From an optimization exercise on the open Yosys and OpenROAD flow, aimed at small area; shortcuts taken in it are not production practice.
The RTL was checked by simulation tests, not by an equivalence proof against the original design.
Power and IR drop assume default switching activity.

==> module buttonFsm, before the edit <==
module buttonFsm (
	input rst,
	input en,             
	input button,
	input [1:0] state,    
	output [1:0] state_next,
	output stateful_button
);
wire s1 = state[1];
wire u = state[0];
wire hold = ~(en | rst);
assign state_next[1] = (en & button) | (hold & s1);
assign state_next[0] = ~rst & (u ^ (en & s1 & ~button));
assign stateful_button = u ^ (s1 | button);
endmodule
==> flow/config.mk <==
export PLATFORM = sky130hd
export DESIGN_NAME = top
export DESIGN_NICKNAME = top
export VERILOG_FILES = /design/flow/design.v
export SDC_FILE = /design/flow/constraint.sdc
export NUM_CORES = 4
export LEC_CHECK = 0
export ABC_AREA = 0
export ABC_CLOCK_PERIOD_IN_PS = 25000
export CAP_MARGIN = 20
export CORE_MARGIN = 2
export CORE_UTILIZATION = 40
export SLEW_MARGIN = 20
export SYNTH_HIERARCHICAL = 1
==> flow/constraint.sdc <==
create_clock -name core_clock -period 25.0 [get_ports {sysclk}]
set_input_delay 5.0000 -clock core_clock [delete_from_list [all_inputs] [get_ports {sysclk}]]
set_output_delay 5.0000 -clock core_clock [all_outputs]
set_load 0.01 [all_outputs]
standard.sh (not shown) runs the stock make flow with config.mk's settings and CLKGATE_MAP_FILE= SYNTH_SCRIPT=/design/flow/synth_recipe.tcl, a recipe that flattens the netlist after the stock synthesis.
==> flow/flow/run.sh <==
#!/bin/bash
# Standard synthesis, then every combinational cell swapped to its smallest
# size (downsize.tcl), then the standard layout with 1x port buffers.
set -euo pipefail
HERE=$PWD
bash standard.sh synth > synth.log 2>&1
ODB=$HERE/orfs/results/sky130hd/top/base/1_synth.odb openroad -no_init -exit flow/downsize.tcl > downsize.log 2>&1
bash standard.sh BUFFER_PORTS_ARGS="-buffer_cell sky130_fd_sc_hd__buf_1" CTS_ARGS="-sink_clustering_enable -repair_clock_nets -buf_list sky130_fd_sc_hd__clkbuf_8 -root_buf sky130_fd_sc_hd__clkbuf_8 -dont_use_dummy_load" finish > finish.log 2>&1
==> flow/flow/downsize.tcl <==
# Swap every combinational cell of the synthesized netlist to the smallest cell
# of the same function (same name but the drive-strength suffix); later repair
# steps upsize or buffer where slew, capacitance or timing need it.
read_db $::env(ODB)
set db [ord::get_db]
set block [ord::get_db_block]
foreach lib [$db getLibs] {
  foreach m [$lib getMasters] {
    set n [$m getName]
    if {[regexp {^(sky130_fd_sc_hd__[a-z0-9]+)_([0-9]+)$} $n -> base drv]} {
      set area [expr {[$m getWidth] * [$m getHeight]}]
      lappend cands($base) [list $m $area $drv]
    }
  }
}
set skip {^sky130_fd_sc_hd__(df|dl|sdf|edf|sedf|conb|tap|fill|decap|clk|probe|buf|dlygate|dlymetal)}
set n 0
foreach inst [$block getInsts] {
  set m [$inst getMaster]
  set name [$m getName]
  if {[regexp $skip $name]} continue
  if {![regexp {^(sky130_fd_sc_hd__[a-z0-9]+)_([0-9]+)$} $name -> base drv]} continue
  set best ""; set barea 0; set bdrv 0
  foreach c $cands($base) {
    lassign $c cm ca cd
    if {$best eq "" || $ca < $barea || ($ca == $barea && $cd > $bdrv)} {
      set best $cm; set barea $ca; set bdrv $cd
    }
  }
  if {$best ne "" && [$best getName] ne $name} {
    puts "swap [$inst getName] $name -> [$best getName]"
    $inst swapMaster $best
    incr n
  }
}
puts "swapped $n cells"
write_db $::env(ODB)
The first run passed the timing, DRC and antenna checks.
Next try:
--- a/flow/design.v
+++ b/flow/design.v
@@ -322,18 +322,25 @@
 endmodule
 module buttonFsm (
 	input rst,
-	input en,             
+	input en,
 	input button,
-	input [1:0] state,    
-	output [1:0] state_next,
+	input [1:0] state,
+	output reg [1:0] state_next,
 	output stateful_button
 );
-wire s1 = state[1];
-wire u = state[0];
-wire hold = ~(en | rst);
-assign state_next[1] = (en & button) | (hold & s1);
-assign state_next[0] = ~rst & (u ^ (en & s1 & ~button));
-assign stateful_button = u ^ (s1 | button);
+always @(*) begin
+	if (rst) state_next = 2'd0;
+	else if (!en) state_next = state;
+	else begin
+		case (state)
+		2'd0: state_next = button ? 2'd3 : 2'd0;
+		2'd1: state_next = button ? 2'd2 : 2'd1;
+		2'd2: state_next = button ? 2'd2 : 2'd0;
+		default: state_next = button ? 2'd3 : 2'd1;
+		endcase
+	end
+end
+assign stateful_button = (state == 2'd0 && button) || (state == 2'd1 && !button) || state == 2'd3;
 endmodule
 module add3 (input [3:0] d, output [3:0] q);
 	wire h1, m, f;
=> The new run finished clean; first-iteration DRC count went up by 22%; setup slack is worse by 0.064 ns; non-clock buffer count does not change; final area is about the same; fmax went down by 0.40%; total power went down by 0.52%; clock-buffer cell count stays the same; global-route usage went down by 0.13 points; die area barely changes; cell count stays flat.

[what the ideal ports hide]
In the flow no input, the clock included, has a driving cell. The finished layouts below were timed again as built, in two steps. Step 1 assumes that a clkbuf_16 drives the clock port and a buf_2 every other input. Step 2 times the ports against the registers' clock, not the clock port: input delays grow and output delays shrink by t, the midpoint of the rising clock arrivals with the driver on. a / b / c = ideal ports / drivers / drivers and shift; a / b = the first two.
run | t, ns | slack for setup (ns) | worst register clock-pin slew, ns | pins driven straight from the clock port
the first run | 0.315 | 9.218 / 9.227 / 8.912 | 0.09 / 0.09 | 1
the second run | 0.310 | 9.154 / 9.160 / 8.850 | 0.09 / 0.09 | 1
After both steps every run listed still meets setup and hold. The setup slack of the first run, which loses most, moves by +0.009 ns with the drivers and by -0.306 ns with both steps.
